From an optimization exercise on the open Yosys and OpenROAD flow, aimed at a short achievable clock period and few clock cycles; shortcuts taken in it are not production practice. Only simulation tests tie the RTL to the original design; equivalence was not proved. No activity file was given, so power comes from the tool's default toggle rates.

--- design/flow/design.v ---
module adder32(
    input  [31 : 0] a,
    input  [31 : 0] b,
    input cin,
    output  [31 : 0] result,
    output cout
);
wire [31 : 0] p = a | b;
wire [31 : 0] g = a & b;
wire [7 : 0] P, G;
wire [31 : 0] c;
carry_4 C3_0(p[3 : 0], g[3 : 0], cin, c[2 : 0], P[0], G[0]);
carry_4 C7_4(p[7 : 4], g[7 : 4], c[3], c[6 : 4], P[1], G[1]);
carry_4 C11_8(p[11 : 8], g[11 : 8], c[7], c[10 : 8], P[2], G[2]);
carry_4 C15_12(p[15 : 12], g[15 : 12], c[11], c[14 : 12], P[3], G[3]);
carry_4_out_4 C_INTER_2_1(P[3 : 0], G[3 : 0], cin, {c[15], c[11], c[7], c[3]});
carry_4 C19_16(p[19 : 16], g[19 : 16], c[15], c[18 : 16], P[4], G[4]);
carry_4 C23_20(p[23 : 20], g[23 : 20], c[19], c[22 : 20], P[5], G[5]);
carry_4 C27_24(p[27 : 24], g[27 : 24], c[23], c[26 : 24], P[6], G[6]);
carry_4 C31_28(p[31 : 28], g[31 : 28], c[27], c[30 : 28], P[7], G[7]);
carry_4_out_4 C_INTER_2_2(P[7 : 4], G[7 : 4], c[15], {c[31], c[27], c[23], c[19]});
assign result = a ^ b ^ {c[30 : 0], cin};
assign cout = c[31];
endmodule
module carry_4(
    input [3 : 0] p,
    input [3 : 0] g,
    input cin,
    output [2 : 0] cout,
    output P,
    output G
);
assign P = &p;
assign G = g[3] | p[3] & g[2] | p[3] & p[2] & g[1] | p[3] & p[2] & p[1] & g[0];
assign cout[0] = g[0] | p[0] & cin;
assign cout[1] = g[1] | p[1] & g[0] | p[1] & p[0] & cin;
assign cout[2] = g[2] | p[2] & g[1] | p[2] & p[1] & g[0] | p[2] & p[1] & p[0] & cin;
endmodule
module carry_4_out_4(
    input [3 : 0] p,
    input [3 : 0] g,
    input cin,
    output [3 : 0] cout
);
assign cout[0] = g[0] | p[0] & cin;
assign cout[1] = g[1] | p[1] & g[0] | p[1] & p[0] & cin;
assign cout[2] = g[2] | p[2] & g[1] | p[2] & p[1] & g[0] | p[2] & p[1] & p[0] & cin;
assign cout[3] = g[3] | p[3] & g[2] | p[3] & p[2] & g[1] | p[3] & p[2] & p[1] & g[0] | p[3] & p[2] & p[1] & p[0] & cin;
endmodule
module ALU #(parameter WIDTH = 32) (
    input [3 : 0] alu_op,
    input [WIDTH - 1 : 0] data1,
    input [WIDTH - 1 : 0] data2,
    output [WIDTH - 1 : 0] result,
    output zero_flag
);
wire cin = alu_op[2] | alu_op[0];
wire [WIDTH - 1 : 0] addsub_result;
wire cout;
adder32 addsub(
    .a(data1),
    .b(data2 ^ {WIDTH{cin}}),
    .cin(cin),
    .result(addsub_result),
    .cout(cout)
);
wire [WIDTH - 1 : 0] left_logic_shifter = data1 << data2[$clog2(WIDTH) - 1 : 0];
wire [WIDTH - 1 : 0] right_logic_shifter = data1 >> data2[$clog2(WIDTH) - 1 : 0];
wire [WIDTH - 1 : 0] right_arithmetic_shifter = $signed(data1) >>> data2[$clog2(WIDTH) - 1 : 0];
wire [WIDTH - 1 : 0] and_result = data1 & data2;
wire [WIDTH - 1 : 0] or_result = data1 | data2;
wire [WIDTH - 1 : 0] xor_result = data1 ^ data2;
wire real_symbol = data2[WIDTH - 1] ^ cin;
wire overflow_flag = (data1[WIDTH - 1] & real_symbol & ~addsub_result[WIDTH - 1]) | 
                     (~data1[WIDTH - 1] & ~real_symbol & addsub_result[WIDTH - 1]);
wire [WIDTH - 1 : 0] less_signed_result = {{(WIDTH - 1){1'b0}}, addsub_result[WIDTH - 1] ^ overflow_flag};
wire [WIDTH - 1 : 0] less_unsigned_result = {{(WIDTH - 1){1'b0}}, cout ^ cin};
logic [WIDTH - 1 : 0] result_comb;
always_comb begin
    case(alu_op)
        4'b0000: result_comb = addsub_result;
        4'b0001: result_comb = addsub_result;
        4'b1110: result_comb = and_result;
        4'b1100: result_comb = or_result;
        4'b1000: result_comb = xor_result;
        4'b0010: result_comb = left_logic_shifter;
        4'b1010: result_comb = right_logic_shifter;
        4'b1011: result_comb = right_arithmetic_shifter;
        4'b0100: result_comb = less_signed_result;
        4'b0110: result_comb = less_unsigned_result;
        default: result_comb = data2;
    endcase
end
assign result = result_comb;
assign zero_flag = ~(|addsub_result);
endmodule
module CSR #(parameter WIDTH = 32) (
    input clk,
    input rst,
    input wen,
    input is_ecall,
    input [11 : 0] addr,
    input [WIDTH - 1 : 0] data_in,
    input [WIDTH - 1 : 0] pc,
    output [WIDTH - 1 : 0] data_out,
    output [WIDTH - 1 : 0] mtvec,
    output [WIDTH - 1 : 0] mepc
);
reg [WIDTH - 1 : 0] reg_mcause, reg_mstatus, reg_mtvec, reg_mepc;
wire is_mcause = (addr[7 : 0] == 8'h42);
wire is_mstatus = (addr[7 : 0] == 8'h00);
wire is_mtvec = (addr[7 : 0] == 8'h05);
wire is_mepc = (addr[7 : 0] == 8'h41);
always @(posedge clk) begin
    if (rst) begin
        reg_mcause <= {WIDTH{1'b0}};
        reg_mtvec <= {WIDTH{1'b0}};
        reg_mepc <= {WIDTH{1'b0}};
    end else begin
        if (is_ecall) begin
            reg_mcause <= 32'd11;
            reg_mepc <= pc;
            reg_mstatus <= 32'h1800;     
        end else begin
            reg_mcause <= (is_mcause & wen) ? data_in : reg_mcause;
            reg_mstatus <= (is_mstatus & wen) ? data_in : reg_mstatus;
            reg_mtvec <= (is_mtvec & wen) ? data_in : reg_mtvec;
            reg_mepc <= (is_mepc & wen) ? data_in : reg_mepc;
        end
    end
end
assign data_out = {32{is_mcause}} & reg_mcause | 
                  {32{is_mstatus}} & reg_mstatus | 
                  {32{is_mtvec}} & reg_mtvec | 
                  {32{is_mepc}} & reg_mepc;
assign mtvec = reg_mtvec;
assign mepc = reg_mepc;
endmodule
module PC #(parameter WIDTH = 32) (
    input clk,
    input rst,
    input valid,
    input [1 : 0] sel,
    input sel_for_adder_left,
    input is_branch,
    input zero_flag,
    input less_flag,
    input [31 : 0] inst,
    input [WIDTH - 1 : 0] rs1,
    input [WIDTH - 1 : 0] imm,
    input [WIDTH - 1 : 0] mtvec,
    input [WIDTH - 1 : 0] mepc,
    output reg [WIDTH - 1 : 0] pc
);
wire sel_for_adder_right = inst[6] & inst[2] |
                            is_branch & ~inst[14] & ~inst[12] & zero_flag |
                            is_branch & ~inst[14] & inst[12] & ~zero_flag |
                            is_branch & inst[14] & ~inst[12] & less_flag |
                            is_branch & inst[14] & inst[12] & ~less_flag;
wire [WIDTH - 1 : 0] adder_left = sel_for_adder_left ? rs1 : pc;
wire [WIDTH - 1 : 0] adder_right = sel_for_adder_right ? imm : {{(WIDTH-3){1'b0}}, 3'b100};
wire [WIDTH - 1 : 0] adder_result = adder_left + adder_right;
wire [WIDTH - 1 : 0] new_pc = sel == 2'b01 ? mtvec :
                              sel == 2'b11 ? mepc  : 
                              adder_result;
always_ff @(posedge clk) begin
    if (rst) pc <= 32'h80000000;
    else if (valid) pc <= new_pc;
    else pc <= pc;
end
endmodule
module EXU #(parameter WIDTH = 32) (
    input clk,
    input rst,
    input idu_valid,
    input [191 : 0] idu_data,
    output exu_ready,
    output exu_valid,
    output reg [108 : 0] exu_data,
    input lsu_ready,
    output pre_lsu_ren,
    output pre_lsu_wen,
    input [1 : 0] pc_sel,
    input pc_sel_for_adder_left,
    input is_branch,
    input [31 : 0] imm,
    input [31 : 0] inst,
    output [31 : 0] pc
);
wire [WIDTH - 1 : 0] alu_data1 = idu_data[191 : 160];
wire [WIDTH - 1 : 0] alu_data2 = idu_data[159 : 128];
wire [3 : 0] alu_op = idu_data[127 : 124];
wire csr_wen = idu_data[123];
wire csr_sel = idu_data[122];
wire csr_is_ecall = idu_data[121];
wire [11 : 0] csr_addr = idu_data[120 : 109];
wire [31 : 0] pc_now = idu_data[108 : 77];
wire [31 : 0] rs1_data = idu_data[76 : 45];
wire [44 : 0] rest_idu_data = idu_data[44 : 0];
assign pre_lsu_ren = idu_data[44];
assign pre_lsu_wen = idu_data[43];
typedef enum logic { 
    S_IDLE,
    S_WAIT_READY
} exu_state_t;
exu_state_t state, next_state;
always_ff @(posedge clk) begin
    state <= rst ? S_IDLE : next_state;
end
always_comb begin
    case(state)
        S_IDLE:
            next_state = (exu_valid & ~lsu_ready) ? S_WAIT_READY : S_IDLE;
        S_WAIT_READY:
            next_state = (lsu_ready) ? S_IDLE : S_WAIT_READY;
        default:
            next_state = S_IDLE;
    endcase
end
reg has_new_data;
always_ff @(posedge clk) begin
    has_new_data <= (idu_valid & exu_ready) ? 1'b1 : 1'b0;
end
assign exu_ready = lsu_ready;
assign exu_valid = has_new_data | (state == S_WAIT_READY);
wire [31 : 0] alu_result;
wire zero_flag;
ALU #(WIDTH) alu (
    .alu_op(alu_op),
    .data1(alu_data1),
    .data2(alu_data2),
    .result(alu_result),
    .zero_flag(zero_flag)
);
wire [31 : 0] mtvec;     
wire [31 : 0] mepc;      
wire [31 : 0] csr_data_o;
wire [31 : 0] csr_data_i = csr_sel ? rs1_data | csr_data_o : rs1_data;
CSR #(32) CSR_INTER(
    .clk(clk),
    .rst(rst),
    .wen(csr_wen & has_new_data),
    .is_ecall(csr_is_ecall & has_new_data),
    .addr(csr_addr),
    .data_in(csr_data_i),
    .pc(pc_now),
    .data_out(csr_data_o),
    .mtvec(mtvec),
    .mepc(mepc)
);
always_ff @(posedge clk) begin
    exu_data <= (exu_valid & lsu_ready) ? {alu_result, rest_idu_data, csr_data_o} : exu_data;
end
PC #(WIDTH) PC_INTER(
    .clk(clk),
    .rst(rst),
    .valid(exu_valid),
    .sel(pc_sel),
    .sel_for_adder_left(pc_sel_for_adder_left),
    .is_branch(is_branch),
    .zero_flag(zero_flag),
    .less_flag(alu_result[0]),
    .inst(inst),
    .rs1(rs1_data),
    .imm(imm),
    .mtvec(mtvec),
    .mepc(mepc),
    .pc(pc)
);
endmodule
module IDU (
    output [4 : 0] rs1_addr,
    output [4 : 0] rs2_addr,
    input [31 : 0] rs1_data,
    input [31 : 0] rs2_data,
    input clk,
    input rst,
    input ifu_valid,
    input [63 : 0] ifu_data,
    output idu_ready,
    output idu_valid,
    output reg [191 : 0] idu_data,
    input exu_ready,
    output [1 : 0] pc_sel,
    output pc_sel_for_adder_left,
    output is_branch,
    output [31 : 0] pc_imm,
    output [31 : 0] pc_inst
);
wire [31 : 0] inst = ifu_data[63 : 32];
wire [31 : 0] pc = ifu_data[31 : 0];
typedef enum logic { 
    S_IDLE,
    S_WAIT_READY
} idu_state_t;
idu_state_t state, next_state;
always_ff @(posedge clk) begin
    state <= rst ? S_IDLE : next_state;
end
always_comb begin
    case(state)
        S_IDLE:
            next_state = (idu_valid & ~exu_ready) ? S_WAIT_READY : S_IDLE;
        S_WAIT_READY:
            next_state = exu_ready ? S_IDLE : S_WAIT_READY;
        default: 
            next_state = S_IDLE;
    endcase
end
reg has_new_data;
always_ff @(posedge clk) begin
    has_new_data <= (ifu_valid & idu_ready) ? 1'b1 : 1'b0;
end
assign idu_valid = has_new_data | (state == S_WAIT_READY);
assign idu_ready = exu_ready;
always_ff @(posedge clk) begin
    idu_data <= (idu_valid & exu_ready) ? {alu_data1, alu_data2, alu_op, csr_wen, csr_sel, csr_is_ecall, csr_addr, pc, rs1_data, lsu_ren, lsu_wen, lsu_op, rs2_data, rd_wen, rd_addr, rd_input_sel} : idu_data;
end
wire [31 : 0] imm;
ImmGen #(32) ImmGen_INTER(inst, imm);
assign rs1_addr = inst[19 : 15];
assign rs2_addr = inst[24 : 20];
wire [4 : 0] rd_addr = inst[11 : 7];
wire [3 : 0] alu_op;
assign alu_op[0] = ~inst[5] & inst[4] & ~inst[2] & inst[14] & ~inst[13] & inst[12] & inst[30] |              
                   inst[5] & inst[4] & inst[30] |           
                   inst[5] & inst[4] & inst[2];    
assign alu_op[1] = inst[4] & ~inst[2] & inst[12] |       
                  inst[6] & ~inst[2] & inst[13];     
assign alu_op[2] = inst[4] & ~inst[2] & inst[13] |        
                  inst[6] & ~inst[2];      
assign alu_op[3] = inst[4] & ~inst[2] & inst[14] |         
                  inst[5] & inst[4] & inst[2];         
wire alu_left_sel = inst[2];   
wire alu_right_sel = inst[4] & inst[2] | ~inst[5] & inst[4] | ~inst[6] & ~inst[4];     
wire [31 : 0] alu_data1 = {32{alu_left_sel}} & pc | {32{~alu_left_sel}} & rs1_data;
wire [31 : 0] alu_data2 = {32{~alu_left_sel & ~alu_right_sel}} & rs2_data | {32{alu_left_sel & ~alu_right_sel}} & {{29{1'b0}}, 3'b100} | {32{alu_right_sel}} & imm;
wire [11 : 0] csr_addr = inst[31 : 20];
wire csr_wen = inst[6] & inst[4] & |inst[13 : 12];
wire csr_sel = inst[6] & inst[4] & inst[13];
wire csr_is_ecall = is_sys & ~inst[29];
wire lsu_wen = ~inst[6] & inst[5] & ~inst[4];       
wire lsu_ren = ~inst[5] & ~inst[4];         
wire [2 : 0] lsu_op = {inst[14], inst[13], inst[13] | inst[12]};
wire is_sys = inst[6] & inst[4] & ~inst[13] & ~inst[12];
wire rd_wen = ~(inst[5] & ~inst[4] & ~inst[2] | is_sys);    
wire [1 : 0] rd_input_sel;
assign rd_input_sel[1] = inst[6] & inst[4];      
assign rd_input_sel[0] = ~inst[5] & ~inst[4];    
assign pc_sel[1] = is_sys & inst[29];    
assign pc_sel[0] = is_sys;   
assign pc_sel_for_adder_left = inst[6] & ~inst[3] & inst[2];
assign is_branch = inst[6] & ~inst[4] & ~inst[2];
assign pc_imm = imm;
assign pc_inst = inst;
endmodule
module ImmGen #(parameter WIDTH = 32)(
    input [31 : 0] inst,
    output [31 : 0] imm
);
assign imm[WIDTH - 1 : 31] = {(WIDTH - 31){inst[31]}};
assign imm[10 : 5] = inst[30 : 25] & {6{~(inst[4] & inst[2])}};
assign imm[4 : 1] = inst[11 : 8] & {4{inst[5] & ~inst[2]}} |                     
                    inst[24 : 21] & {4{inst[3]}} |                                 
                    inst[24 : 21] & {4{~inst[6] & ~inst[5] & ~inst[2]}} |      
                    inst[24 : 21] & {4{~inst[4] & ~inst[3] & inst[2]}};        
assign imm[0] = inst[20] & ~inst[6] & ~inst[5] & ~inst[2]  |               
                inst[20] & ~inst[4] & ~inst[3] & inst[2] |       
                inst[7] & ~inst[6] & inst[5] & ~inst[4];        
assign imm[30 : 20] = {11{inst[31] & ~(inst[4] & inst[2])}} | 
                      inst[30 : 20] & {11{inst[4] & inst[2]}};  
assign imm[19 : 12] = {8{inst[31] & inst[5] & ~inst[2]}} |                       
                      {8{inst[31] & ~inst[6] & ~inst[5] & ~inst[2]}} |         
                      {8{inst[31] & ~inst[4] & ~inst[3] & inst[2]}} |          
                      inst[19 : 12] & {8{inst[4] & inst[2]}} |                   
                      inst[19 : 12] & {8{inst[3]}};                                
assign imm[11] = inst[31] & ~inst[6] & inst[5] & ~inst[4] | 
                 inst[31] & ~inst[6] & ~inst[5] & ~inst[2] |
                 inst[31] & ~inst[4] & ~inst[3] & inst[2] |
                 inst[7] & inst[6] & ~inst[2] |
                 inst[20] & inst[3];
endmodule
module IFU #(parameter WIDTH = 32) (
    input clk,
    input rst,
    input wbu_valid,
    input [WIDTH - 1 : 0] pc,
    output ifu_valid,
    output reg [63 : 0] ifu_data,
    input idu_ready,
    output prerequest,
    output [31:0] ARADDR,
    output ARVALID,
    output RREADY,
    output [31:0] AWADDR,
    output AWVALID,
    output [31:0] WDATA,
    output [3:0] WSTRB,
    output WVALID,
    output BREADY,
    input ARREADY,
    input RVALID,
    input [31:0] RDATA,
    input [1:0] RRESP,
    input AWREADY,
    input WREADY,
    input BVALID,
    input [1:0] BRESP
);
typedef enum logic { 
    S_IDLE,
    S_WAIT_READY
} ifu_state_t;
ifu_state_t state, next_state;
always_ff @(posedge clk) begin
    state <= rst ? S_IDLE : next_state;
end
always_comb begin
    case(state)
        S_IDLE:
            next_state = (ifu_valid && !idu_ready) ? S_WAIT_READY : S_IDLE;
        S_WAIT_READY:
            next_state = (idu_ready) ? S_IDLE : S_WAIT_READY;
        default:
            next_state = state;
    endcase
end
reg start;
always_ff @(posedge clk) begin
    start <= wbu_valid | rst ? 1'b1 : 1'b0;
end
assign ifu_valid = done | (state == S_WAIT_READY);
always_ff @(posedge clk) begin
    ifu_data <= (ifu_valid & idu_ready) ? {rdata, pc} : ifu_data;
end
wire [31:0] rdata;
wire [1:0] rresp;
wire [1:0] wresp;
wire done;
assign prerequest = wbu_valid;
axi4_lite_master u_axi4_lite_master(
    .clk        	(clk         ),
    .rst        	(rst         ),
    .wen        	(1'b0        ),
    .ren        	(start       ),
    .user_ready 	(idu_ready   ),
    .wmask      	(4'b0011     ),
    .waddr      	(32'b0       ),
    .wdata      	(32'b0       ),
    .raddr      	(pc          ),
    .rdata      	(rdata       ),
    .rresp      	(rresp       ),
    .wresp      	(wresp       ),
    .done       	(done        ),
    .ARADDR     	(ARADDR      ),
    .ARVALID    	(ARVALID     ),
    .ARREADY    	(ARREADY     ),
    .RDATA      	(RDATA       ),
    .RRESP      	(RRESP       ),
    .RVALID     	(RVALID      ),
    .RREADY     	(RREADY      ),
    .AWADDR     	(AWADDR      ),
    .AWVALID    	(AWVALID     ),
    .AWREADY    	(AWREADY     ),
    .WDATA      	(WDATA       ),
    .WSTRB      	(WSTRB       ),
    .WVALID     	(WVALID      ),
    .WREADY     	(WREADY      ),
    .BRESP      	(BRESP       ),
    .BVALID     	(BVALID      ),
    .BREADY     	(BREADY      )
);
endmodule
module LSU (
    input  clk,
    input  rst,
    input  exu_valid,
    input  [108 : 0] exu_data,
    output lsu_ready,
    output lsu_valid,
    output reg [103 : 0] lsu_data,
    input  wbu_ready,
    input  pre_lsu_ren,
    input  pre_lsu_wen,
    output prerequest,
    output [31:0] ARADDR,
    output ARVALID,
    output RREADY,
    output [31:0] AWADDR,
    output AWVALID,
    output [31:0] WDATA,
    output [3:0] WSTRB,
    output WVALID,
    output BREADY,
    input  ARREADY,
    input  RVALID,
    input  [31:0] RDATA,
    input  [1:0] RRESP,
    input  AWREADY,
    input  WREADY,
    input  BVALID,
    input  [1:0] BRESP
);
wire [31 : 0] lsu_addr = exu_data[108 : 77];
wire lsu_ren = exu_data[76];
wire lsu_wen = exu_data[75];
wire [2 : 0] lsu_op = exu_data[74 : 72];
wire [31 : 0] lsu_wdata = exu_data[71 : 40];
wire [39 : 0] rest_exu_data = exu_data[39 : 0];
typedef enum logic { 
    S_IDLE,
    S_WAIT_READY
} lsu_state_t;
lsu_state_t state, next_state;
always_ff @(posedge clk) begin
    state <= rst ? S_IDLE : next_state;
end
always_comb begin
    case(state)
        S_IDLE:
            next_state = (lsu_valid & ~wbu_ready) ? S_WAIT_READY : S_IDLE;
        S_WAIT_READY:
            next_state = (wbu_ready) ? S_IDLE : S_WAIT_READY;
        default:
            next_state = S_IDLE;
    endcase
end
reg has_new_data;
always_ff @(posedge clk) begin
    has_new_data <= (exu_valid & lsu_ready) ? 1'b1 : 1'b0;
end
assign lsu_ready = wbu_ready;
assign lsu_valid = done & lsu_ren | done & lsu_wen | ~lsu_ren & ~lsu_wen & has_new_data | (state == S_WAIT_READY);
wire [31 : 0] rdata_extend;
assign rdata_extend[31 : 16] =  {16{rdata[7] & ~lsu_op[2] & ~lsu_op[1] & ~lsu_op[0]}} | {16{rdata[15] & ~lsu_op[2] & ~lsu_op[1] & lsu_op[0]}} | rdata[31 : 16] & {16{lsu_op[1]}};
assign rdata_extend[15 : 8] = {8{rdata[7] & ~lsu_op[2] & ~lsu_op[1] & ~lsu_op[0]}} | rdata[15 : 8] & {8{lsu_op[0]}};
assign rdata_extend[7 : 0] = rdata[7 : 0];
always_ff @(posedge clk) begin
    lsu_data <= (lsu_valid & wbu_ready) ? {exu_data[108 : 77], rdata_extend, rest_exu_data} : lsu_data;
end
wire [3 : 0] wmask = {2'b00, lsu_op[1 : 0]};
wire wen = lsu_wen & has_new_data;
wire ren = lsu_ren & has_new_data;
wire [31:0] rdata;
wire [1:0] rresp;
wire [1:0] wresp;
wire done;
axi4_lite_master u_axi4_lite_master(
    .clk        	(clk         ),
    .rst        	(rst         ),
    .wen        	(wen         ),
    .ren        	(ren         ),
    .user_ready 	(lsu_ready   ),
    .wmask      	(wmask       ),
    .waddr      	(lsu_addr    ),
    .wdata      	(lsu_wdata   ),
    .raddr      	(lsu_addr    ),
    .rdata      	(rdata       ),
    .rresp      	(rresp       ),
    .wresp      	(wresp       ),
    .done       	(done        ),
    .ARADDR     	(ARADDR      ),
    .ARVALID    	(ARVALID     ),
    .ARREADY    	(ARREADY     ),
    .RDATA      	(RDATA       ),
    .RRESP      	(RRESP       ),
    .RVALID     	(RVALID      ),
    .RREADY     	(RREADY      ),
    .AWADDR     	(AWADDR      ),
    .AWVALID    	(AWVALID     ),
    .AWREADY    	(AWREADY     ),
    .WDATA      	(WDATA       ),
    .WSTRB      	(WSTRB       ),
    .WVALID     	(WVALID      ),
    .WREADY     	(WREADY      ),
    .BRESP      	(BRESP       ),
    .BVALID     	(BVALID      ),
    .BREADY     	(BREADY      )
);
assign prerequest = exu_valid & lsu_ready & pre_lsu_ren | exu_valid & lsu_ready & pre_lsu_wen;
endmodule
module WBU #(parameter WIDTH = 32) (
    input [4 : 0] rs1_addr,
    input [4 : 0] rs2_addr,
    output [31 : 0] rs1_data,
    output [31 : 0] rs2_data,
    input clk,
    input rst,
    input lsu_valid,
    input [103 : 0] lsu_data,
    output wbu_valid
);
wire [31 : 0] alu_result = lsu_data[103 : 72];
wire [31 : 0] lsu_rdata = lsu_data[71 : 40];
wire rd_wen = lsu_data[39];
wire [4 : 0] rd_addr = lsu_data[38 : 34];
wire [1 : 0] rd_input_sel = lsu_data[33 : 32];
wire [31 : 0] csr_data_o = lsu_data[31 : 0];
reg has_new_data;
always_ff @(posedge clk) begin
    has_new_data <= lsu_valid ? 1'b1 : 1'b0;
end
assign wbu_valid = has_new_data;
wire [WIDTH - 1 : 0] rd_data = rd_input_sel == 2'b01 ? lsu_rdata : 
                               rd_input_sel == 2'b10 ? csr_data_o : 
                               alu_result;
registerfile #(32) RF_INTER (
    .clk(clk),
    .wen(rd_wen & has_new_data),
    .rd_addr(rd_addr),
    .rd_data(rd_data),
    .rs1_addr(rs1_addr),
    .rs1_data(rs1_data),
    .rs2_addr(rs2_addr),
    .rs2_data(rs2_data)
);
endmodule
module registerfile #(parameter WIDTH = 32) (
    input clk,
    input wen,
    input [4 : 0] rd_addr,
    input [WIDTH - 1 : 0] rd_data,
    input [4 : 0] rs1_addr,
    output [WIDTH - 1 : 0] rs1_data,
    input [4 : 0] rs2_addr,
    output [WIDTH - 1 : 0] rs2_data
);
reg [WIDTH - 1 : 0] register_file [31 : 0];
wire not_x0 = |rd_addr;
always @(posedge clk) begin
    if (wen & not_x0) register_file[rd_addr] <= rd_data;
end
assign rs1_data = rs1_addr != 0 ? register_file[rs1_addr] : {WIDTH{1'b0}};
assign rs2_data = rs2_addr != 0 ? register_file[rs2_addr] : {WIDTH{1'b0}};
endmodule
module axi4_lite_master (
    input clk,
    input rst,
    input  wen,
    input  ren,
    input  user_ready,
    input  [3 : 0] wmask,
    input  [31 : 0] waddr,
    input  [31 : 0] wdata,
    input  [31 : 0] raddr,
    output [31 : 0] rdata,
    output [1 : 0] rresp,
    output [1 : 0] wresp,
    output done,
    output [31 : 0] ARADDR,
    output ARVALID,
    input  ARREADY,
    input  [31 : 0] RDATA,
    input  [1 : 0] RRESP,
    input  RVALID,
    output RREADY,
    output [31 : 0] AWADDR,
    output AWVALID,
    input  AWREADY,
    output [31 : 0] WDATA,
    output [3 : 0] WSTRB,
    output WVALID,
    input  WREADY,
    input  [1 : 0] BRESP,
    input  BVALID,
    output BREADY
);
typedef enum logic [2 : 0] { 
    R_IDLE,
    R_WAIT_ARREADY,
    R_WAIT_RDATA
} r_state_t;
typedef enum logic [4 : 0] { 
    W_IDLE,
    W_WAIT_ALLREADY,
    W_WAIT_AWREADY,
    W_WAIT_WREADY,
    W_WAIT_BRESP
} w_state_t;
r_state_t r_state, next_r_state;
w_state_t w_state, next_w_state;
always_ff @(posedge clk) begin
    r_state <= rst ? R_IDLE : next_r_state;    
end
always_comb begin
    case(r_state)
        R_IDLE:
            case({ARVALID, ARREADY})
                2'b11: next_r_state = R_WAIT_RDATA;
                2'b10: next_r_state = R_WAIT_ARREADY;
                default: next_r_state = R_IDLE;
            endcase
        R_WAIT_ARREADY:
            next_r_state = ARREADY ? R_WAIT_RDATA : R_WAIT_ARREADY;
        R_WAIT_RDATA:
            next_r_state = RVALID & RREADY ? R_IDLE : R_WAIT_RDATA;
        default: 
            next_r_state = R_IDLE;
    endcase
end
assign ARADDR = raddr;
assign rdata = RDATA;
assign rresp = RRESP;
assign ARVALID = r_state == R_IDLE & ren | r_state == R_WAIT_ARREADY;
assign RREADY = r_state == R_WAIT_RDATA & user_ready;
always_ff @(posedge clk) begin
    w_state <= rst ? W_IDLE : next_w_state;    
end
always_comb begin
    case(w_state)
        W_IDLE:
            case({AWVALID & WVALID, AWREADY, WREADY})
                3'b111: next_w_state = W_WAIT_BRESP;
                3'b110: next_w_state = W_WAIT_WREADY;
                3'b101: next_w_state = W_WAIT_AWREADY;
                3'b100: next_w_state = W_WAIT_ALLREADY;
                default: next_w_state = W_IDLE;
            endcase
        W_WAIT_ALLREADY:
            case({AWREADY, WREADY})
                2'b11: next_w_state = W_WAIT_BRESP;
                2'b10: next_w_state = W_WAIT_WREADY;
                2'b01: next_w_state = W_WAIT_AWREADY;
                default: next_w_state = W_WAIT_ALLREADY;
            endcase
        W_WAIT_AWREADY:
            next_w_state = AWREADY ? W_WAIT_BRESP : W_WAIT_AWREADY;
        W_WAIT_WREADY:
            next_w_state = WREADY ? W_WAIT_BRESP : W_WAIT_WREADY;
        W_WAIT_BRESP:
            next_w_state = BVALID & BREADY ? W_IDLE : W_WAIT_BRESP;
        default: 
            next_w_state = W_IDLE;
    endcase
end
assign AWADDR = waddr;
assign WDATA = wdata;
assign WSTRB = wmask;
assign wresp = BRESP;
assign AWVALID = w_state == W_IDLE & wen | w_state == W_WAIT_AWREADY | w_state == W_WAIT_ALLREADY;
assign WVALID = w_state == W_IDLE & wen | w_state == W_WAIT_WREADY | w_state == W_WAIT_ALLREADY;
assign BREADY = w_state == W_WAIT_BRESP & user_ready;
assign done = RVALID & RREADY | BVALID & BREADY;
endmodule
module axi4_lite_arbiter
(
    input clk,
    input rst,
    input logic [1 : 0] prerequest,
    input  logic [1 : 0][31 : 0] maraddr,
    input  logic [1 : 0]marvalid,
    output logic [1 : 0]marready,
    output logic [1 : 0][31 : 0] mrdata,
    output logic [1 : 0][1 : 0] mrresp,
    output logic [1 : 0] mrvalid,
    input  logic [1 : 0] mrready,
    input  logic [1 : 0][31 : 0] mawaddr,
    input  logic [1 : 0] mawvalid,
    output logic [1 : 0] mawready,
    input  logic [1 : 0][31 : 0] mwdata,
    input  logic [1 : 0][3 : 0] mwstrb,
    input  logic [1 : 0] mwvalid,
    output logic [1 : 0] mwready,
    output logic [1 : 0][1 : 0] mbresp,
    output logic [1 : 0] mbvalid,
    input  logic [1 : 0] mbready,
    output logic [31 : 0] saraddr,
    output logic sarvalid,
    input  logic sarready,
    input  logic [31 : 0] srdata,
    input  logic [1 : 0] srresp,
    input  logic srvalid,
    output logic srready,
    output logic [31 : 0] sawaddr,
    output logic sawvalid,
    input  logic sawready,
    output logic [31 : 0] swdata,
    output logic [3 : 0] swstrb,
    output logic swvalid,
    input  logic swready,
    input  logic [1 : 0] sbresp,
    input  logic sbvalid,
    output logic sbready
);
wire [1 : 0] request = marvalid | mawvalid | mwvalid | prerequest;
logic [1 : 0] will_done;
assign will_done[0] = srvalid & mrready[0] | sbvalid & mbready[0];
assign will_done[1] = srvalid & mrready[1] | sbvalid & mbready[1];
typedef enum logic [2 : 0]{ 
    IDLE = 3'b001,
    M0_ACTIVE = 3'b010,
    M1_ACTIVE = 3'b100
} state_t;
state_t state, next_state;
always_ff @(posedge clk) begin
    state <= rst ? IDLE : next_state;
end
always_comb begin
    case(state)
        IDLE:
            case(request)
                2'b11, 2'b01: next_state = M0_ACTIVE;
                2'b10: next_state = M1_ACTIVE;
                default: next_state = state;
            endcase
        M0_ACTIVE:
            if(will_done[0]) begin
                case(request)
                    2'b11, 2'b10: next_state = M1_ACTIVE;
                    2'b01: next_state = M0_ACTIVE;
                    default: next_state = IDLE;
                endcase
            end else begin
                next_state = state;
            end
        M1_ACTIVE:
            if(will_done[1]) begin
                case(request)
                    2'b11, 2'b01: next_state = M0_ACTIVE;
                    2'b10: next_state = M1_ACTIVE;
                    default: next_state = IDLE;
                endcase
            end else begin
                next_state = state;
            end
        default:
            next_state = state;
    endcase
end
assign mrdata[0] = srdata;
assign mrdata[1] = srdata;
assign mrresp[0] = srresp;
assign mrresp[1] = srresp;
assign mbresp[0] = sbresp;
assign mbresp[1] = sbresp;
assign mrvalid[0] = srvalid;
assign mrvalid[1] = srvalid;
assign mbvalid[0] = sbvalid;
assign mbvalid[1] = sbvalid;
assign marready[0] = (state == M0_ACTIVE) ? sarready : 1'b0;
assign mawready[0] = (state == M0_ACTIVE) ? sawready : 1'b0;
assign mwready[0] = (state == M0_ACTIVE) ? swready : 1'b0;
assign marready[1] = (state == M1_ACTIVE) ? sarready : 1'b0;
assign mawready[1] = (state == M1_ACTIVE) ? sawready : 1'b0;
assign mwready[1] = (state == M1_ACTIVE) ? swready : 1'b0;
assign sarvalid = (state == M1_ACTIVE) & marvalid[1] | (state == M0_ACTIVE) & marvalid[0];
assign sawvalid = (state == M1_ACTIVE) & mawvalid[1] |  (state == M0_ACTIVE) & mawvalid[0];
assign swvalid = (state == M1_ACTIVE) & mwvalid[1] | (state == M0_ACTIVE) & mwvalid[0];
assign saraddr = (state == M1_ACTIVE) ? maraddr[1] : maraddr[0];
assign srready = (state == M1_ACTIVE) ? mrready[1] : mrready[0];
assign sawaddr = (state == M1_ACTIVE) ? mawaddr[1] : mawaddr[0];
assign swdata = (state == M1_ACTIVE) ? mwdata[1] : mwdata[0];
assign swstrb = (state == M1_ACTIVE) ? mwstrb[1] : mwstrb[0];
assign sbready = (state == M1_ACTIVE) ? mbready[1] : mbready[0];
endmodule
module ysyx #(parameter WIDTH = 32) (
    input clk,
    input rst,
    output [31 : 0] araddr,
    output arvalid,
    input  arready,
    input  [31 : 0] rdata,
    input  rvalid,
    output rready,
    output [31 : 0] awaddr,
    output awvalid,
    input  awready,
    output [31 : 0] wdata,
    output [1 : 0] wsize,
    output wvalid,
    input  wready,
    input  bvalid,
    output bready
);
wire [1 : 0] pc_sel;
wire pc_sel_for_adder_left;
wire is_branch;
wire [31 : 0] pc_imm;
wire [31 : 0] pc_inst;
wire [31 : 0] pc;
wire ifu_valid;
wire [63 : 0] ifu_data;
wire [4 : 0] rs1_addr;
wire [4 : 0] rs2_addr;
wire ifu_prerequest;
wire idu_ready;
wire idu_valid;
wire [191 : 0] idu_data;
wire exu_ready;
wire exu_valid;
wire [108 : 0] exu_data;
wire pre_lsu_ren;
wire pre_lsu_wen;
wire lsu_ready;
wire lsu_valid;
wire [103 : 0] lsu_data;
wire lsu_prerequest;
wire wbu_valid;
wire [31 : 0] rs1_data;
wire [31 : 0] rs2_data;
wire [31:0] LSU_ARADDR, IFU_ARADDR;
wire LSU_ARVALID, IFU_ARVALID;
wire LSU_RREADY, IFU_RREADY;
wire [31:0] LSU_AWADDR, IFU_AWADDR;
wire LSU_AWVALID, IFU_AWVALID;
wire [31:0] LSU_WDATA, IFU_WDATA;
wire [3:0] LSU_WSTRB, IFU_WSTRB;
wire LSU_WVALID, IFU_WVALID;
wire LSU_BREADY, IFU_BREADY;
wire LSU_ARREADY, IFU_ARREADY;
wire LSU_RVALID, IFU_RVALID;
wire [31:0] LSU_RDATA, IFU_RDATA;
wire [1:0] LSU_RRESP, IFU_RRESP;
wire LSU_AWREADY, IFU_AWREADY;
wire LSU_WREADY, IFU_WREADY;
wire LSU_BVALID, IFU_BVALID;
wire [1:0] LSU_BRESP, IFU_BRESP;
IFU #(WIDTH) IFU_INTER(
    .clk       	(clk        ),
    .rst       	(rst        ),
    .wbu_valid  (wbu_valid  ),
    .pc        	(pc         ),
    .ifu_valid 	(ifu_valid  ),
    .ifu_data  	(ifu_data   ),
    .idu_ready 	(idu_ready  ),
    .prerequest(ifu_prerequest),
    .ARADDR    	(IFU_ARADDR ),
    .ARVALID   	(IFU_ARVALID),
    .RREADY    	(IFU_RREADY ),
    .AWADDR    	(IFU_AWADDR ),
    .AWVALID   	(IFU_AWVALID),
    .WDATA     	(IFU_WDATA  ),
    .WSTRB     	(IFU_WSTRB  ),
    .WVALID    	(IFU_WVALID ),
    .BREADY    	(IFU_BREADY ),
    .ARREADY   	(IFU_ARREADY),
    .RVALID    	(IFU_RVALID ),
    .RDATA     	(IFU_RDATA  ),
    .RRESP     	(IFU_RRESP  ),
    .AWREADY   	(IFU_AWREADY),
    .WREADY    	(IFU_WREADY ),
    .BVALID    	(IFU_BVALID ),
    .BRESP     	(IFU_BRESP  )
);
IDU IDU_INTER(
    .rs1_addr(rs1_addr),
    .rs2_addr(rs2_addr),
    .rs1_data(rs1_data),
    .rs2_data(rs2_data),
    .clk(clk),
    .rst(rst),
    .ifu_valid(ifu_valid),
    .ifu_data(ifu_data),
    .idu_ready(idu_ready),
    .idu_valid(idu_valid),
    .idu_data(idu_data),
    .exu_ready(exu_ready),
    .pc_sel(pc_sel),
    .pc_sel_for_adder_left(pc_sel_for_adder_left),
    .is_branch(is_branch),
    .pc_imm(pc_imm),
    .pc_inst(pc_inst)
);
EXU #(WIDTH) EXU_INTER(
    .clk(clk),
    .rst(rst),
    .idu_valid(idu_valid),
    .idu_data(idu_data),
    .exu_ready(exu_ready),
    .exu_valid(exu_valid),
    .exu_data(exu_data),
    .lsu_ready(lsu_ready),
    .pre_lsu_ren(pre_lsu_ren),
    .pre_lsu_wen(pre_lsu_wen),
    .pc_sel(pc_sel),
    .pc_sel_for_adder_left(pc_sel_for_adder_left),
    .is_branch(is_branch),
    .imm(pc_imm),
    .inst(pc_inst),
    .pc(pc)
);
LSU LSU_INTER(
    .clk       	(clk        ),
    .rst       	(rst        ),
    .exu_valid 	(exu_valid  ),
    .exu_data  	(exu_data   ),
    .lsu_ready 	(lsu_ready  ),
    .lsu_valid 	(lsu_valid  ),
    .lsu_data  	(lsu_data   ),
    .wbu_ready 	(1'b1       ),
    .pre_lsu_ren(pre_lsu_ren),
    .pre_lsu_wen(pre_lsu_wen),
    .prerequest(lsu_prerequest),
    .ARADDR    	(LSU_ARADDR ),
    .ARVALID   	(LSU_ARVALID),
    .RREADY    	(LSU_RREADY ),
    .AWADDR    	(LSU_AWADDR ),
    .AWVALID   	(LSU_AWVALID),
    .WDATA     	(LSU_WDATA  ),
    .WSTRB     	(LSU_WSTRB  ),
    .WVALID    	(LSU_WVALID ),
    .BREADY    	(LSU_BREADY ),
    .ARREADY   	(LSU_ARREADY),
    .RVALID    	(LSU_RVALID ),
    .RDATA     	(LSU_RDATA  ),
    .RRESP     	(LSU_RRESP  ),
    .AWREADY   	(LSU_AWREADY),
    .WREADY    	(LSU_WREADY ),
    .BVALID    	(LSU_BVALID ),
    .BRESP     	(LSU_BRESP  )
);
WBU #(WIDTH) WBU_INTER(
    .rs1_addr(rs1_addr),
    .rs2_addr(rs2_addr),
    .rs1_data(rs1_data),
    .rs2_data(rs2_data),
    .clk(clk),
    .rst(rst),
    .lsu_valid(lsu_valid),
    .lsu_data(lsu_data),
    .wbu_valid(wbu_valid)
);
wire [1 : 0] marready;
wire [1 : 0] [31:0] mrdata;
wire [1 : 0] [1:0] mrresp;
wire [1 : 0] mrvalid;
wire [1 : 0] mawready;
wire [1 : 0] mwready;
wire [1 : 0] [1:0] mbresp;
wire [1 : 0] mbvalid;
assign {LSU_ARREADY, IFU_ARREADY} = marready;
assign {LSU_RDATA, IFU_RDATA} = mrdata;
assign {LSU_RRESP, IFU_RRESP} = mrresp;
assign {LSU_RVALID, IFU_RVALID} = mrvalid;
assign {LSU_AWREADY, IFU_AWREADY} = mawready;
assign {LSU_WREADY, IFU_WREADY} = mwready;
assign {LSU_BRESP, IFU_BRESP} = mbresp;
assign {LSU_BVALID, IFU_BVALID} = mbvalid;
wire [1 : 0] [31 : 0] maraddr = {LSU_ARADDR, IFU_ARADDR};
wire [1 : 0] marvalid = {LSU_ARVALID, IFU_ARVALID};
wire [1 : 0] mrready = {LSU_RREADY, IFU_RREADY};
wire [1 : 0] [31 : 0] mawaddr = {LSU_AWADDR, IFU_AWADDR};
wire [1 : 0] mawvalid = {LSU_AWVALID, IFU_AWVALID};
wire [1 : 0] [31 : 0] mwdata = {LSU_WDATA, IFU_WDATA};
wire [1 : 0] [3 : 0] mwstrb = {LSU_WSTRB, IFU_WSTRB};
wire [1 : 0] mwvalid = {LSU_WVALID, IFU_WVALID};
wire [1 : 0] mbready = {LSU_BREADY, IFU_BREADY};
wire [3 : 0] swstrb;
axi4_lite_arbiter u_axi4_lite_arbiter(
    .clk        	(clk         ),
    .rst        	(rst         ),
    .prerequest 	({lsu_prerequest, ifu_prerequest}),
    .maraddr    	(maraddr     ),
    .marvalid   	(marvalid    ),
    .marready   	(marready    ),
    .mrdata     	(mrdata      ),
    .mrresp     	(mrresp      ),
    .mrvalid    	(mrvalid     ),
    .mrready    	(mrready     ),
    .mawaddr    	(mawaddr     ),
    .mawvalid   	(mawvalid    ),
    .mawready   	(mawready    ),
    .mwdata     	(mwdata      ),
    .mwstrb     	(mwstrb      ),
    .mwvalid    	(mwvalid     ),
    .mwready    	(mwready     ),
    .mbresp     	(mbresp      ),
    .mbvalid    	(mbvalid     ),
    .mbready    	(mbready     ),
    .saraddr    	(araddr      ),
    .sarvalid   	(arvalid     ),
    .sarready   	(arready     ),
    .srdata     	(rdata       ),
    .srresp     	(2'b00       ),
    .srvalid    	(rvalid      ),
    .srready    	(rready      ),
    .sawaddr    	(awaddr      ),
    .sawvalid   	(awvalid     ),
    .sawready   	(awready     ),
    .swdata     	(wdata       ),
    .swstrb     	(swstrb      ),
    .swvalid    	(wvalid      ),
    .swready    	(wready      ),
    .sbresp     	(2'b00       ),
    .sbvalid    	(bvalid      ),
    .sbready    	(bready      )
);
assign wsize = swstrb[1 : 0];
endmodule
--- design/flow/run.sh ---
#!/bin/bash
# synth_recipe.tcl (not shown) runs the flow's synth.tcl, then flattens the netlist and writes it again
# the make line also repeats each setting of config.mk as NAME=value (left out here)
make -C /OpenROAD-flow-scripts/flow DESIGN_CONFIG=/design/flow/config.mk WORK_HOME=/design/flow/orfs CLKGATE_MAP_FILE= SYNTH_SCRIPT=/design/flow/synth_recipe.tcl finish
--- design/flow/config.mk ---
export PLATFORM = sky130hd
export DESIGN_NAME = ysyx
export DESIGN_NICKNAME = ysyx
export VERILOG_FILES = /design/flow/design.v
export SDC_FILE = /design/flow/constraint.sdc
export NUM_CORES = 4
export LEC_CHECK = 0
export CAP_MARGIN = 20
export CORE_MARGIN = 2
export CORE_UTILIZATION = 40
export PLACE_DENSITY = 0.6
export SLEW_MARGIN = 20
--- design/flow/constraint.sdc ---
create_clock -name core_clock -period 11.0 [get_ports {clk}]
set_input_delay 2.2000 -clock core_clock [delete_from_list [all_inputs] [get_ports {clk}]]
set_output_delay 2.2000 -clock core_clock [all_outputs]
set_load 0.01 [all_outputs]
==> run notes <==
final net count about 5700; Post-Place Worst Slack between 1 and 1.5 ns; share of layout cells above drive strength 1 between 20 and 25%; initial core utilization roughly two fifths; switching power total roughly 2.8 mW; slowest CP cell edfxtp_1; Synth Instances about 5400; DRC viols 0; Met3 Wirelength roughly 23000 um; gr usage total 26.2%; Die W between 400 and 500 um; hold_ws 0.418 ns; fmax between 90 and 100 MHz; vias in the first global route roughly 52000; Post-Syn Area per Cell 15.3 um^2; DR WL met2 132000 um; Worst-Margin Slew 1.22 ns; Iteration-0 DRC Markers approximately 7000; clock tree root buffer cell clkbuf_16; startpoint types flip-flop; Final Cycle Share around nine tenths; post-synth top area share between 50% and 60%; Core Area 205000 um^2; P_int 10.5 mW; hold crit path type flip-flop to flip-flop; Synth area leader edfxtp_1; CTS Buffer Depth 3; static leakage between 30 and 40 nW; placed insts roughly 8000; pwr dens 142 nW/um^2; GRT overflow 0; initial antenna violation count 16; setup TNS 0 ns; CP Max Fanout 14; remaining antenna violation count after routing 0; Clock power frac between 40% and 50%; critical path type flip-flop to flip-flop; RePlAce Congestion between 0.9 and 1; Post-Route M1 WL ~110000 um; Final Setup Violations 0; Hold Path Origin EXU_INTER.exu_data[30]$_DFFE_PP_; Hold Path Stages 0; Reg-to-Reg Start IDU_INTER.idu_data[124]$_DFFE_PP_; total CTS buffers roughly 180; I/O Pins 142; WL final approximately 280000 um; RSZ-0062 raised after global routing false; Via density between 6 and 7; Die Y 458 um; die area approximately 210000 um^2; WL/cell approximately 33 um; final std cells w/o fill between 8000 and 9000; Worst slew margin a little under a fifth; Commonest cells post-synth edfxtp_1 (1517), mux4_2 (683), nor2_1 (464); leading cell type by number of instances after synthesis edfxtp_1; predominant post-synthesis flop cell edfxtp_1; setup repair bufs after CTS 0; synth top area cells edfxtp_1 (55%), mux4_2 (19%), dfxtp_1 (3.8%); crit path DAT ~11 ns; status no timing/DRC/antenna violations; Worst Setup End Kind flip-flop; Max Cap Viol 0; CP most frequent cell o21ai_0; Fin. Hold Viols 0; # fillers between 15000 and 20000; largest net degree at the start of global routing between 100 and 150; Seq pwr share 51.7%; IO buf count about 140; CTS tree built; Worst path max stage delay approximately 0.64 ns; CTS Sinks 1673; post-synthesis register bit count around 1700; Area Overhead vs Synth 13.6%; global-route wire length before repair between 300000 and 400000 um; 1st-pass router iterations 8; Clock H-tree levels 4; cts hold-fix bufs 0; Tmin final 10.11 ns; Synth Cell Area just over 80000 um^2; Slew Limit Fails 0; row count roughly 170; EDFF count, synth roughly 1500; Yosys warnings 11; latest clock arrival within the worst-skew pair around 0.84 ns; register area share after synthesis roughly three fifths; ys async rst share 0%; CP Launch Point IDU_INTER.idu_data[124]$_DFFE_PP_; PnR worst setup slack between 0.8 and 0.9 ns; max layer used met4; Yosys cell types 87; Post-CTS Resized 0; Reg clk slew, reported paths 0.08 ns; critical path data required time 11.65 ns; Detailed Place HPWL roughly 180000 um; Clock Skew between 0.03 and 0.04 ns; combinational share of power 1.9%; Worst Reg-to-Reg Cells 38; Vias 52587; Net Sw Frac 20.8%; Max VDD drop around 0.14 mV
==> cell type report <==
type,count,area (um^2),share of cell area [%]
inverter,133,499,0.534
clock inverter,100,1130,1.21
clock buffer,228,4780,5.11
multi-input combinational,3224,32400,34.6
tap,2688,3360,3.59
sequential,1673,48700,52.1
timing repair buffer,299,2680,2.87
antenna,11,27.5,0.0294
==> state kept, by name, summed over array words and instances (netlist names), 32 cells and up, named ones only <==
| register | flops |
|---|---|
| WBU_INTER.RF_INTER.register_file | 1024 |
| IDU_INTER.idu_data | 187 |
| LSU_INTER.lsu_data | 104 |
| EXU_INTER.CSR_INTER.reg_mepc | 32 |
| EXU_INTER.CSR_INTER.reg_mstatus | 32 |
| EXU_INTER.exu_data | 108 |
| IFU_INTER.ifu_data | 62 |
| EXU_INTER.PC_INTER.pc | 32 |
| EXU_INTER.CSR_INTER.reg_mcause | 32 |
| EXU_INTER.CSR_INTER.reg_mtvec | 32 |
==> worst paths after layout <==
kind | slack, ns | to
max | 0.89 | EXU_INTER.PC_INTER.pc[30]$_SDFFE_PP0P_
min | 0.42 | LSU_INTER.lsu_data[30]$_DFFE_PP_
max reg2reg | 0.89 | EXU_INTER.PC_INTER.pc[30]$_SDFFE_PP0P_
min reg2reg | 0.42 | LSU_INTER.lsu_data[30]$_DFFE_PP_
==> through the flow <==
stage                     total power, mW  util [%]  instance area [um^2]
after detailed placement             7.25      42.8                 87600
after global routing                 13.6      45.7                 93500
after CTS                            13.3      45.7                 93500
after global placement               7.25      42.8                 87600
after floorplan                      7.15         -                 82500
final                                13.3      45.7                 93600
==> layout by cell type, fill, tap and decap left out, drive strengths merged, types with 27 or more instances in the layout <==
| master | count |
|---|---|
| a21oi | 309 |
| nand2 | 277 |
| inv | 143 |
| mux2i | 133 |
| dfxtp | 156 |
| clkbuf | 228 |
| nor3 | 45 |
| ha | 165 |
| a21o | 78 |
| mux2 | 77 |
| xnor2 | 67 |
| nor2b | 50 |
| clkinv | 59 |
| edfxtp | 1517 |
| mux4 | 683 |
| conb | 32 |
| nand3 | 28 |
| nor2 | 464 |
| a222oi | 34 |
| a211oi | 149 |
| clkdlybuf4s50 | 140 |
| o21ai | 161 |
| buf | 159 |
| o211ai | 27 |
| nand2b | 71 |
| and3 | 75 |
==> critical path, delay by kind of cell, from the launching register on <==
family | cells | cell delay, ns
fa+ha+maj | 4 | 1.11
compound gates | 15 | 4.17
xor+xnor | 2 | 0.42
simple gates | 13 | 2.84
flops | 1 | 0.64
buf+inv | 3 | 0.46
mux | 1 | 0.25
==> cell families (layout without fill, tap and decap cells) <==
group	count (synthesis)	in the layout	share of synthesized area, %
DFF	1673	1673	59.1
and+or+nand+nor	1111	1111	6.19
AOI/OAI and AO/OA	938	938	7.43
muxes	893	893	21.3
buffers and inverters	524	760	2.41
adders and majority gates	173	173	2.70
xor gates and xnor gates	77	77	0.819
other	1	43	0.00455
==> routing by layer <==
layer | vias up | global-route usage [%]
li1 | 21760 | -
met1 | 27438 | 35.1
met2 | 2823 | 42.2
met3 | 566 | 4.18
met4 | 0 | 11.8
met5 | - | 0
==> power by group through the flow <==
stage	Sequential (mW)	Combinational [mW]	Clock, mW
6_report	6.87	0.250	6.16
3_5_place_dp	7.01	0.248	0
5_1_grt	6.87	0.264	6.47
3_3_place_gp	7.01	0.247	0
4_1_cts	6.87	0.249	6.23
2_1_floorplan	7.00	0.148	0
Testbench counts, summed over its fixed seeds: cycles 109,161.

==> port drivers added, routing unchanged <==
Ports are ideal in the flow. The routed layout listed here was re-timed in OpenROAD. Step 1: set_driving_cell puts a clkbuf_16 on clk and a buf_2 on each other input, an assumption about the parent block. Step 2 moves the port delays by t, midway between the first and last clock arrival at a register: inputs arrive t later, outputs are due t later. That takes back most of the time a late clock gives input paths. Slacks: ideal / step 1 / step 2; pairs: ideal / step 1.
t (ns): 0.919
setup slack, ns: 0.893 / 0.893 / 0.893
worst setup path after step 2: register to register
After both steps setup and hold are still met in this run. The setup slack of this run moves by 0.000 ns with the drivers and by 0.000 ns with both steps.
